Background: an optimization exercise with open tools, aiming at small area, a short achievable clock period and few clock cycles. Do not read the settings as production practice. RTL that was checked went through simulation tests only; none was proved equivalent to the original. No driver is modelled on the clock port, so clock power and skew are understated where the tree is cut down; a real chip needs a root buffer or a tree. Power and IR drop assume default switching activity.

v6:
==> flow/design.v <==
module lcd_ctrl(clk, reset, datain, cmd, cmd_valid, dataout, output_valid, busy);
input           clk;
input           reset;
input   [7:0]   datain;
input   [2:0]   cmd;
input           cmd_valid;
output reg [7:0]   dataout;
output reg         output_valid;
output reg         busy;
localparam REFLASH     = 3'd0;
localparam LOAD_DATA   = 3'd1;
localparam SHIFT_RIGHT = 3'd2;
localparam SHIFT_LEFT  = 3'd3;
localparam SHIFT_UP    = 3'd4;
localparam SHIFT_DOWN  = 3'd5;
reg [7:0] ring [0:35];
reg       loading;       
reg       mv_r;          
reg       mr, ml, mu, md;  
reg [1:0] wa;            
reg [1:0] wb1, wb0;      
reg [1:0] row, col;      
reg       active;        
reg [1:0] jr, jc;        
reg [1:0] ra, rb;        
reg       pend;          
reg       lpend;         
reg       rdy;           
wire accept  = cmd_valid & rdy;
wire is_load = accept & (cmd == LOAD_DATA);
function [1:0] g(input [1:0] v);        
    g = v ^ (v >> 1);
endfunction
function [1:0] inc4(input [1:0] x);      
    inc4 = {x[0], ~x[1]};
endfunction
function [1:0] dec4(input [1:0] x);      
    dec4 = {~x[0], x[1]};
endfunction
function [1:0] inc3(input [1:0] x);      
    inc3 = {x[0], ~(x[1] | x[0])};
endfunction
function [1:0] dec3(input [1:0] x);      
    dec3 = {~(x[1] | x[0]), x[1]};
endfunction
wire acc_mv = accept & (cmd != LOAD_DATA);
wire mr_n = acc_mv & (cmd == SHIFT_RIGHT) & (col != g(2'd3));
wire ml_n = acc_mv & (cmd == SHIFT_LEFT)  & (col != g(2'd0));
wire mu_n = acc_mv & (cmd == SHIFT_UP)    & (row != g(2'd0));
wire md_n = acc_mv & (cmd == SHIFT_DOWN)  & (row != g(2'd3));
wire mv_n = mu | md;      
wire m0   = ~(mr | ml | mu | md);
wire       b0z = (wb0 == 2'd0);
wire [1:0] wb1_dec = dec3(wb1);
wire [1:0] wb1_inc = inc3(wb1);
wire [1:0] na  = ({2{m0}} & dec4(wa)) | ({2{mr}} & wa) |
                 ({2{ml}} & ~wa) | ({2{mv_n}} & inc4(wa));
wire [1:0] nb0 = ({2{mr}} & wb0) | ({2{ml}} & inc3(wb0)) |
                 ({2{~(mr | ml)}} & dec3(wb0));
wire [1:0] nb1 = ({2{m0}} & (b0z ? wb1_dec : wb1)) |
                 ({2{mr}} & wb1) |
                 ({2{ml}} & ((wb0 == 2'd2) ? wb1 : wb1_dec)) |
                 ({2{mu}} & (b0z ? wb1 : wb1_inc)) |
                 ({2{md}} & (b0z ? wb1_inc : wb1_dec));
wire [1:0] wa_n  = is_load ? g(2'd2) : na;
wire [1:0] wb1_n = is_load ? 2'd1 : nb1;
wire [1:0] wb0_n = is_load ? 2'd2 : nb0;
wire last    = active & (jr == 2'd2) & (jc == 2'd2);
wire free    = ~active | last;
wire aligned = mr ? (wb0 == 2'd0) : ml ? (wb0 == 2'd2) : (wb0 == 2'd1);
wire ld_rdy  = lpend & (wa == g(2'd0)) & (wb1 == 2'd0) & (wb0 == 2'd1);
wire ld_end  = (wa == g(2'd3)) & (wb1 == 2'd2) & (wb0 == 2'd0);
wire start   = free & (ld_rdy | ((pend | mv_r) & aligned));
wire       nxt_row = (jc == 2'd2);
wire [1:0] jr_c = nxt_row ? inc3(jr) : jr;
wire [1:0] jc_c = inc3(jc);
wire [1:0] ra_c = nxt_row ? dec4(ra) : ra;        
wire [1:0] rb_c = nxt_row ? inc3(rb) : rb;        
wire t8_c  = (ra_c == g(2'd0)) & (rb_c == 2'd2);
wire t9_c  = (ra_c == g(2'd3)) & (rb_c == 2'd0);
wire t10_c = (ra_c == g(2'd2)) & (rb_c == 2'd1);
wire unsafe_go = ((jr_c != 2'd2) & (jc_c != 2'd2) & t10_c) |
                 ((jr_c == 2'd0) & (jc_c != 2'd2) & t8_c) |
                 ((jr_c == 2'd0) & t9_c);
wire [1:0] pb1 = b0z ? wb1_dec : wb1;
wire unsafe_start = mv_r |
                    ((wa == g(2'd1)) & (pb1 == 2'd2)) |
                    ((wa == g(2'd0)) & (pb1 == 2'd0)) |
                    ((wa == g(2'd3)) & (pb1 == 2'd1));
wire pend_n    = (pend | mv_r) & ~start;
wire lpend_n   = is_load | (lpend & ~ld_rdy);
wire loading_n = is_load | (loading & ~ld_end);
wire busy_n    = accept | loading_n | pend_n | lpend_n |
                 (start ? unsafe_start : (active & ~last & unsafe_go));
always @(posedge clk or posedge reset) begin
    if (reset) begin
        active       <= 1'b0;
        pend         <= 1'b0;
        lpend        <= 1'b0;
        loading      <= 1'b0;
        mv_r         <= 1'b0;
        busy         <= 1'b0;
        rdy          <= 1'b1;
        output_valid <= 1'b0;
    end else begin
        active       <= start | (active & ~last);
        pend         <= pend_n;
        lpend        <= lpend_n;
        loading      <= loading_n;
        mv_r         <= acc_mv;
        busy         <= busy_n;
        rdy          <= ~busy_n;
        output_valid <= active;
    end
end
reg [7:0] rdata;
integer t;
always @(*) begin
    rdata = 8'd0;
    for (t = 0; t < 12; t = t + 1)
        if (ra == g((3 * t) % 4) && rb == (t % 3))
            rdata = rdata | ring[3 * t];
end
always @(posedge clk) begin
    mr    <= mr_n;
    ml    <= ml_n;
    mu    <= mu_n;
    md    <= md_n;
    wa    <= wa_n;
    wb1   <= wb1_n;
    wb0   <= wb0_n;
    dataout <= rdata;
    if (start) begin
        jr <= 2'd0;
        jc <= 2'd0;
        ra <= na;
        rb <= nb1;
    end else begin
        jr <= jr_c;
        jc <= jc_c;
        ra <= ra_c;
        rb <= rb_c;
    end
    if (is_load) begin
        row <= g(2'd2);
        col <= g(2'd2);
    end else begin
        if (mr) col <= inc4(col);
        if (ml) col <= dec4(col);
        if (mu) row <= dec4(row);
        if (md) row <= inc4(row);
    end
end
integer i;
always @(posedge clk) begin
    for (i = 0; i < 35; i = i + 1)
        ring[i] <= ring[i + 1];
    ring[35] <= loading ? datain : ring[0];
end
endmodule
clock: 4.5 ns
lec_check: 0
abc_clock_period_in_ps: 2000
cap_margin: 20
core_margin: 2
core_utilization: 60
cts_cluster_diameter: 100
cts_cluster_size: 30
setup_slack_margin: 2.7
slew_margin: 20
standard.sh (not shown) runs the stock make flow with config.mk's settings and CLKGATE_MAP_FILE= SYNTH_SCRIPT=/design/flow/synth_recipe.tcl, a recipe that flattens the netlist after the stock synthesis.
==> flow/flow/run.sh <==
#!/bin/bash
# The standard layout (the standard.sh: standard synthesis, floorplan,
# placement, CTS, routing), with these changes:
#  - port buffers are buf_2 cells instead of the default delay-buffer choice;
#  - CTS clusters sinks 30 at a time within 100 um and adds no dummy loads;
#  - after CTS, the middle level of the clock tree is removed, so the root
#    clock buffer drives the leaf clock buffers directly (flatten_clock.tcl).
# Each tool's output goes to its own log in this folder.
set -euo pipefail
export BUFFER_PORTS_ARGS="-buffer_cell sky130_fd_sc_hd__buf_2"
export CTS_ARGS="-sink_clustering_enable -repair_clock_nets -sink_clustering_size 30 -sink_clustering_max_diameter 100 -dont_use_dummy_load"
bash standard.sh cts > standard_cts.log 2>&1
CTS_ODB=$PWD/orfs/results/sky130hd/lcd_ctrl/base/4_cts.odb \
  openroad -no_init -exit flow/flatten_clock.tcl > flatten_clock.log 2>&1
bash standard.sh > standard.log 2>&1
==> flow/flow/flatten_clock.tcl <==
# Remove the middle level of the clock tree that CTS built: every clock
# buffer that is driven by the root clock buffer (the one the clock port
# drives) and drives only clock buffers is taken out, and its loads are
# driven by the root buffer directly.  All registers stay at the same depth
# (port -> root buffer -> leaf buffer -> register), so the tree stays
# balanced; it only gets one stage shorter.
read_db $::env(CTS_ODB)
set block [ord::get_db_block]
proc is_clkbuf {inst} {
  return [string match "sky130_fd_sc_hd__clkbuf_*" [[$inst getMaster] getName]]
}
set removed 0
foreach inst [$block getInsts] {
  if {![is_clkbuf $inst]} { continue }
  set a [$inst findITerm A]
  set x [$inst findITerm X]
  set in [$a getNet]
  set out [$x getNet]
  if {$in == "NULL" || $out == "NULL"} { continue }
  set drv ""
  foreach it [$in getITerms] {
    if {[$it isOutputSignal]} { set drv [$it getInst] }
  }
  if {$drv == "" || ![is_clkbuf $drv]} { continue }
  set dnet [[$drv findITerm A] getNet]
  if {$dnet == "NULL" || [llength [$dnet getBTerms]] == 0} { continue }
  set ok 1
  foreach it [$out getITerms] {
    if {$it != $x && ![is_clkbuf [$it getInst]]} { set ok 0 }
  }
  if {!$ok} { continue }
  puts "bypass [$inst getName]: loads of [$out getName] move to [$in getName]"
  foreach it [$out getITerms] {
    if {$it != $x} {
      $it disconnect
      $it connect $in
    }
  }
  $a disconnect
  $x disconnect
  odb::dbInst_destroy $inst
  odb::dbNet_destroy $out
  incr removed
}
puts "removed $removed clock buffers"
write_db $::env(CTS_ODB)
Testbench counts of v6, summed over its fixed seeds: cycles 148,377.
The following lists how v7 was set up differently from v6:
--- a/flow/design.v
+++ b/flow/design.v
@@ -15,8 +15,6 @@
 localparam SHIFT_DOWN  = 3'd5;
 reg [7:0] ring [0:35];
 reg       loading;       
-reg       mv_r;          
-reg       mr, ml, mu, md;  
 reg [1:0] wa;            
 reg [1:0] wb1, wb0;      
 reg [1:0] row, col;      
@@ -43,11 +41,11 @@
 function [1:0] dec3(input [1:0] x);      
     dec3 = {~(x[1] | x[0]), x[1]};
 endfunction
-wire acc_mv = accept & (cmd != LOAD_DATA);
-wire mr_n = acc_mv & (cmd == SHIFT_RIGHT) & (col != g(2'd3));
-wire ml_n = acc_mv & (cmd == SHIFT_LEFT)  & (col != g(2'd0));
-wire mu_n = acc_mv & (cmd == SHIFT_UP)    & (row != g(2'd0));
-wire md_n = acc_mv & (cmd == SHIFT_DOWN)  & (row != g(2'd3));
+wire mv_r = accept & (cmd != LOAD_DATA);
+wire mr = mv_r & (cmd == SHIFT_RIGHT) & (col != g(2'd3));
+wire ml = mv_r & (cmd == SHIFT_LEFT)  & (col != g(2'd0));
+wire mu = mv_r & (cmd == SHIFT_UP)    & (row != g(2'd0));
+wire md = mv_r & (cmd == SHIFT_DOWN)  & (row != g(2'd3));
 wire mv_n = mu | md;      
 wire m0   = ~(mr | ml | mu | md);
 wire       b0z = (wb0 == 2'd0);
@@ -67,8 +65,8 @@
 wire [1:0] wb0_n = is_load ? 2'd2 : nb0;
 wire last    = active & (jr == 2'd2) & (jc == 2'd2);
 wire free    = ~active | last;
-wire aligned = mr ? (wb0 == 2'd0) : ml ? (wb0 == 2'd2) : (wb0 == 2'd1);
-wire ld_rdy  = lpend & (wa == g(2'd0)) & (wb1 == 2'd0) & (wb0 == 2'd1);
+wire aligned = mr ? (wb0 == 2'd1) : ml ? (wb0 == 2'd0) : (wb0 == 2'd2);
+wire ld_rdy  = lpend & (wa == g(2'd1)) & (wb1 == 2'd0) & (wb0 == 2'd2);
 wire ld_end  = (wa == g(2'd3)) & (wb1 == 2'd2) & (wb0 == 2'd0);
 wire start   = free & (ld_rdy | ((pend | mv_r) & aligned));
 wire       nxt_row = (jc == 2'd2);
@@ -76,17 +74,16 @@
 wire [1:0] jc_c = inc3(jc);
 wire [1:0] ra_c = nxt_row ? dec4(ra) : ra;        
 wire [1:0] rb_c = nxt_row ? inc3(rb) : rb;        
-wire t8_c  = (ra_c == g(2'd0)) & (rb_c == 2'd2);
-wire t9_c  = (ra_c == g(2'd3)) & (rb_c == 2'd0);
-wire t10_c = (ra_c == g(2'd2)) & (rb_c == 2'd1);
-wire unsafe_go = ((jr_c != 2'd2) & (jc_c != 2'd2) & t10_c) |
-                 ((jr_c == 2'd0) & (jc_c != 2'd2) & t8_c) |
-                 ((jr_c == 2'd0) & t9_c);
+wire t8_c  = (ra_c == g(2'd1)) & (rb_c == 2'd2);
+wire t9_c  = (ra_c == g(2'd0)) & (rb_c == 2'd0);
+wire t10_c = (ra_c == g(2'd3)) & (rb_c == 2'd1);
+wire unsafe_go = ((jr_c != 2'd2) & t10_c) |
+                 ((jr_c == 2'd0) & (t8_c | t9_c));
 wire [1:0] pb1 = b0z ? wb1_dec : wb1;
-wire unsafe_start = mv_r |
-                    ((wa == g(2'd1)) & (pb1 == 2'd2)) |
-                    ((wa == g(2'd0)) & (pb1 == 2'd0)) |
-                    ((wa == g(2'd3)) & (pb1 == 2'd1));
+wire unsafe_start =
+                    ((wa == g(2'd2)) & (pb1 == 2'd2)) |
+                    ((wa == g(2'd1)) & (pb1 == 2'd0)) |
+                    ((wa == g(2'd0)) & (pb1 == 2'd1));
 wire pend_n    = (pend | mv_r) & ~start;
 wire lpend_n   = is_load | (lpend & ~ld_rdy);
 wire loading_n = is_load | (loading & ~ld_end);
@@ -98,7 +95,6 @@
         pend         <= 1'b0;
         lpend        <= 1'b0;
         loading      <= 1'b0;
-        mv_r         <= 1'b0;
         busy         <= 1'b0;
         rdy          <= 1'b1;
         output_valid <= 1'b0;
@@ -107,7 +103,6 @@
         pend         <= pend_n;
         lpend        <= lpend_n;
         loading      <= loading_n;
-        mv_r         <= acc_mv;
         busy         <= busy_n;
         rdy          <= ~busy_n;
         output_valid <= active;
@@ -118,14 +113,10 @@
 always @(*) begin
     rdata = 8'd0;
     for (t = 0; t < 12; t = t + 1)
-        if (ra == g((3 * t) % 4) && rb == (t % 3))
-            rdata = rdata | ring[3 * t];
+        if (ra == g((3 * t + 1) % 4) && rb == (t % 3))
+            rdata = rdata | ring[3 * t + 1];
 end
 always @(posedge clk) begin
-    mr    <= mr_n;
-    ml    <= ml_n;
-    mu    <= mu_n;
-    md    <= md_n;
     wa    <= wa_n;
     wb1   <= wb1_n;
     wb0   <= wb0_n;
### Flow results
Going from v6 to v7, multi-input logic area climbed 4.8%; net switching fraction of the power climbed 1.3 points.
From v6 to v7 the numbers moved as follows: highest clock rate now smaller; met3 wire length now larger; data-path buffer share of cell area in the final layout now larger; placeable core area now smaller.
The setup slack number comes out lower for v7 vs v6.
Compared to v6, the router laid down more metal wire for v7.
On worst hold slack, v6 beats v7.
Effective utilization at floorplan in v7 is 0.88 points above v6.
[v7 vs v6] data arrival at the endpoint of the critical path: higher in v7
According to the power report, total power for v7 is higher than for v6.
v7 vs v6, start point of the critical path: cmd[2] vs dataout[4]
The RTL of v7 was laid out without a check of its function.

* * *

Another version of the RTL of lcd_ctrl (not shown whole).
For scale: ~600 cells after synthesis, about 330 flip-flops, about 0.0084 mm2 of cells after synthesis.
==> module lcd_ctrl, before the edit <==
module lcd_ctrl(clk, reset, datain, cmd, cmd_valid, dataout, output_valid, busy);
input           clk;
input           reset;
input   [7:0]   datain;
input   [2:0]   cmd;
input           cmd_valid;
output reg [7:0]   dataout;
output reg         output_valid;
output reg         busy;
localparam REFLASH     = 3'd0;
localparam LOAD_DATA   = 3'd1;
localparam SHIFT_RIGHT = 3'd2;
localparam SHIFT_LEFT  = 3'd3;
localparam SHIFT_UP    = 3'd4;
localparam SHIFT_DOWN  = 3'd5;
reg [7:0] ring [0:35];
reg       loading;       
reg       mv_r;          
reg       mr, ml, mu, md;  
reg [1:0] wa;            
reg [1:0] wb1, wb0;      
reg [1:0] row, col;      
reg       active;        
reg [1:0] jr, jc;        
reg [1:0] ra, rb;        
reg       pend;          
reg       lpend;         
reg       rdy;           
wire accept  = cmd_valid & rdy;
wire is_load = accept & (cmd == LOAD_DATA);
function [1:0] inc3(input [1:0] x);
    inc3 = (x == 2'd2) ? 2'd0 : x + 2'd1;
endfunction
function [1:0] dec3(input [1:0] x);
    dec3 = (x == 2'd0) ? 2'd2 : x - 2'd1;
endfunction
wire acc_mv = accept & (cmd != LOAD_DATA);
wire mr_n = acc_mv & (cmd == SHIFT_RIGHT) & (col != 2'd3);
wire ml_n = acc_mv & (cmd == SHIFT_LEFT)  & (col != 2'd0);
wire mu_n = acc_mv & (cmd == SHIFT_UP)    & (row != 2'd0);
wire md_n = acc_mv & (cmd == SHIFT_DOWN)  & (row != 2'd3);
wire mv_n = mu | md;      
wire m0   = ~(mr | ml | mu | md);
wire       b0z = (wb0 == 2'd0);
wire [1:0] wb1_dec = dec3(wb1);
wire [1:0] wb1_inc = inc3(wb1);
wire [1:0] na  = ({2{m0}} & (wa - 2'd1)) | ({2{mr}} & wa) |
                 ({2{ml}} & (wa - 2'd2)) | ({2{mv_n}} & (wa + 2'd1));
wire [1:0] nb0 = ({2{mr}} & wb0) | ({2{ml}} & inc3(wb0)) |
                 ({2{~(mr | ml)}} & dec3(wb0));
wire [1:0] nb1 = ({2{m0}} & (b0z ? wb1_dec : wb1)) |
                 ({2{mr}} & wb1) |
                 ({2{ml}} & ((wb0 == 2'd2) ? wb1 : wb1_dec)) |
                 ({2{mu}} & (b0z ? wb1 : wb1_inc)) |
                 ({2{md}} & (b0z ? wb1_inc : wb1_dec));
wire [1:0] wa_n  = is_load ? 2'd2 : na;
wire [1:0] wb1_n = is_load ? 2'd1 : nb1;
wire [1:0] wb0_n = is_load ? 2'd2 : nb0;
wire last    = active & (jr == 2'd2) & (jc == 2'd2);
wire free    = ~active | last;
wire aligned = mr ? (wb0 == 2'd0) : ml ? (wb0 == 2'd2) : (wb0 == 2'd1);
wire ld_rdy  = lpend & (wa == 2'd0) & (wb1 == 2'd0) & (wb0 == 2'd1);
wire ld_end  = (wa == 2'd3) & (wb1 == 2'd2) & (wb0 == 2'd0);
wire start   = free & (ld_rdy | ((pend | mv_r) & aligned));
wire       nxt_row = (jc == 2'd2);
wire [1:0] jr_c = nxt_row ? jr + 2'd1 : jr;
wire [1:0] jc_c = nxt_row ? 2'd0 : jc + 2'd1;
wire [1:0] ra_c = nxt_row ? ra - 2'd1 : ra;       
wire [1:0] rb_c = nxt_row ? inc3(rb) : rb;        
wire t8_c  = (ra_c == 2'd0) & (rb_c == 2'd2);
wire t9_c  = (ra_c == 2'd3) & (rb_c == 2'd0);
wire t10_c = (ra_c == 2'd2) & (rb_c == 2'd1);
wire unsafe_go = ((jr_c != 2'd2) & (jc_c != 2'd2) & t10_c) |
                 ((jr_c == 2'd0) & (jc_c != 2'd2) & t8_c) |
                 ((jr_c == 2'd0) & t9_c);
wire [1:0] pb1 = b0z ? wb1_dec : wb1;
wire unsafe_start = mv_r |
                    ((wa == 2'd1) & (pb1 == 2'd2)) |
                    ((wa == 2'd0) & (pb1 == 2'd0)) |
                    ((wa == 2'd3) & (pb1 == 2'd1));
wire pend_n    = (pend | mv_r) & ~start;
wire lpend_n   = is_load | (lpend & ~ld_rdy);
wire loading_n = is_load | (loading & ~ld_end);
wire busy_n    = accept | loading_n | pend_n | lpend_n |
                 (start ? unsafe_start : (active & ~last & unsafe_go));
always @(posedge clk or posedge reset) begin
    if (reset) begin
        active       <= 1'b0;
        pend         <= 1'b0;
        lpend        <= 1'b0;
        loading      <= 1'b0;
        mv_r         <= 1'b0;
        busy         <= 1'b0;
        rdy          <= 1'b1;
        output_valid <= 1'b0;
    end else begin
        active       <= start | (active & ~last);
        pend         <= pend_n;
        lpend        <= lpend_n;
        loading      <= loading_n;
        mv_r         <= acc_mv;
        busy         <= busy_n;
        rdy          <= ~busy_n;
        output_valid <= active;
    end
end
reg [7:0] rdata;
integer t;
always @(*) begin
    rdata = 8'd0;
    for (t = 0; t < 12; t = t + 1)
        if (ra == ((3 * t) % 4) && rb == (t % 3))
            rdata = rdata | ring[3 * t];
end
always @(posedge clk) begin
    mr    <= mr_n;
    ml    <= ml_n;
    mu    <= mu_n;
    md    <= md_n;
    wa    <= wa_n;
    wb1   <= wb1_n;
    wb0   <= wb0_n;
    dataout <= rdata;
    if (start) begin
        jr <= 2'd0;
        jc <= 2'd0;
        ra <= na;
        rb <= nb1;
    end else begin
        jr <= jr_c;
        jc <= jc_c;
        ra <= ra_c;
        rb <= rb_c;
    end
    if (is_load) begin
        row <= 2'd2;
        col <= 2'd2;
    end else begin
        if (mr) col <= col + 2'd1;
        if (ml) col <= col - 2'd1;
        if (mu) row <= row - 2'd1;
        if (md) row <= row + 2'd1;
    end
end
integer i;
always @(posedge clk) begin
    for (i = 0; i < 35; i = i + 1)
        ring[i] <= ring[i + 1];
    ring[35] <= loading ? datain : ring[0];
end
endmodule
export LEC_CHECK = 0
export ABC_CLOCK_PERIOD_IN_PS = 2000
export CAP_MARGIN = 20
export CORE_MARGIN = 2
export CORE_UTILIZATION = 60
export CTS_CLUSTER_DIAMETER = 100
export CTS_CLUSTER_SIZE = 30
export SETUP_SLACK_MARGIN = 2.5
export SLEW_MARGIN = 20
create_clock -name core_clock -period 4.5 [get_ports {clk}]
==> flow/flow/run.sh <==
#!/bin/bash
# The standard layout (the standard.sh: standard synthesis, floorplan,
# placement, CTS, routing), with two settings changed:
#  - port buffers are buf_2 cells instead of the default delay-buffer choice;
#  - CTS clusters sinks 30 at a time within 100 um and adds no dummy loads.
# All of standard.sh's output goes to standard.log in this folder.
set -euo pipefail
export BUFFER_PORTS_ARGS="-buffer_cell sky130_fd_sc_hd__buf_2"
export CTS_ARGS="-sink_clustering_enable -repair_clock_nets -sink_clustering_size 30 -sink_clustering_max_diameter 100 -dont_use_dummy_load"
bash standard.sh > standard.log 2>&1
Testbench counts at the start, summed over its fixed seeds: cycles 148,377.
Rerun with:
--- a/flow/design.v
+++ b/flow/design.v
@@ -25,8 +25,7 @@
 reg [1:0] ra, rb;        
 reg       pend;          
 reg       lpend;         
-reg       rdy;           
-wire accept  = cmd_valid & rdy;
+wire accept  = cmd_valid & ~busy;
 wire is_load = accept & (cmd == LOAD_DATA);
 function [1:0] inc3(input [1:0] x);
     inc3 = (x == 2'd2) ? 2'd0 : x + 2'd1;
@@ -73,11 +72,9 @@
 wire unsafe_go = ((jr_c != 2'd2) & (jc_c != 2'd2) & t10_c) |
                  ((jr_c == 2'd0) & (jc_c != 2'd2) & t8_c) |
                  ((jr_c == 2'd0) & t9_c);
-wire [1:0] pb1 = b0z ? wb1_dec : wb1;
-wire unsafe_start = mv_r |
-                    ((wa == 2'd1) & (pb1 == 2'd2)) |
-                    ((wa == 2'd0) & (pb1 == 2'd0)) |
-                    ((wa == 2'd3) & (pb1 == 2'd1));
+wire unsafe_start = ((na == 2'd0) & (nb1 == 2'd2)) |
+                    ((na == 2'd3) & (nb1 == 2'd0)) |
+                    ((na == 2'd2) & (nb1 == 2'd1));
 wire pend_n    = (pend | mv_r) & ~start;
 wire lpend_n   = is_load | (lpend & ~ld_rdy);
 wire loading_n = is_load | (loading & ~ld_end);
@@ -91,7 +88,6 @@
         loading      <= 1'b0;
         mv_r         <= 1'b0;
         busy         <= 1'b0;
-        rdy          <= 1'b1;
         output_valid <= 1'b0;
     end else begin
         active       <= start | (active & ~last);
@@ -100,7 +96,6 @@
         loading      <= loading_n;
         mv_r         <= acc_mv;
         busy         <= busy_n;
-        rdy          <= ~busy_n;
         output_valid <= active;
     end
 end
- The new run went through all stages and came out clean
- combinational power rose by about 20%
- cell area rose by 0.44%
- setup slack is worse by 15 ps
- register-to-register slack improved by 20 ps
- routed wire length shrinks by 3.1%
- maximum frequency went down by 0.78%
- sequential cell count came out lower by 1
- sequential share of layout area came out lower by 0.48 points
- via count increases by 1.0%
- global-route usage goes down by 0.62 points
Testbench counts after the change, summed over its fixed seeds: cycles 148,278.

-- static timing again, ports no longer ideal --
The flow's constraints put no driver on any port. The routed layouts listed below were extracted and timed again, unchanged, in two steps. Step 1 (the two cells are an assumption about what drives the block):
set clk [get_ports {clk}]
set_driving_cell -lib_cell sky130_fd_sc_hd__clkbuf_16 $clk
set_driving_cell -lib_cell sky130_fd_sc_hd__buf_2 [delete_from_list [all_inputs] $clk]
Step 2 moves the port delays by t, midway between the first and last clock arrival at a register: inputs arrive t later, outputs are due t later. That takes back most of the time a late clock gives input paths. Three values: ideal ports, drivers, drivers and shift; two values: the first two.
| run | t (ns) | slack for setup (ns) | hold WS [ns] | worst setup path after step 2 | worst data-port slew with drivers (ns) |
|---|---|---|---|---|---|
| v6 | 0.453 | 2.683 / 2.642 / 2.374 | 0.330 / 0.330 / 0.330 | input to register | 0.03 |
| v7 | 0.459 | 2.581 / 2.569 / 2.110 | 0.316 / 0.316 / 0.316 | input to register | 0.07 |
| the first run of note 2 | 0.518 | 2.593 / 2.556 / 2.465 | 0.323 / 0.310 / 0.323 | input to register | 0.03 |
| the second run of note 2 | 0.497 | 2.578 / 2.540 / 2.613 | 0.316 / 0.308 / 0.316 | register to register | 0.03 |
After both steps every run listed still meets setup and hold. The setup slack of v7, which loses most, moves by -0.012 ns with the drivers and by -0.471 ns with both steps.
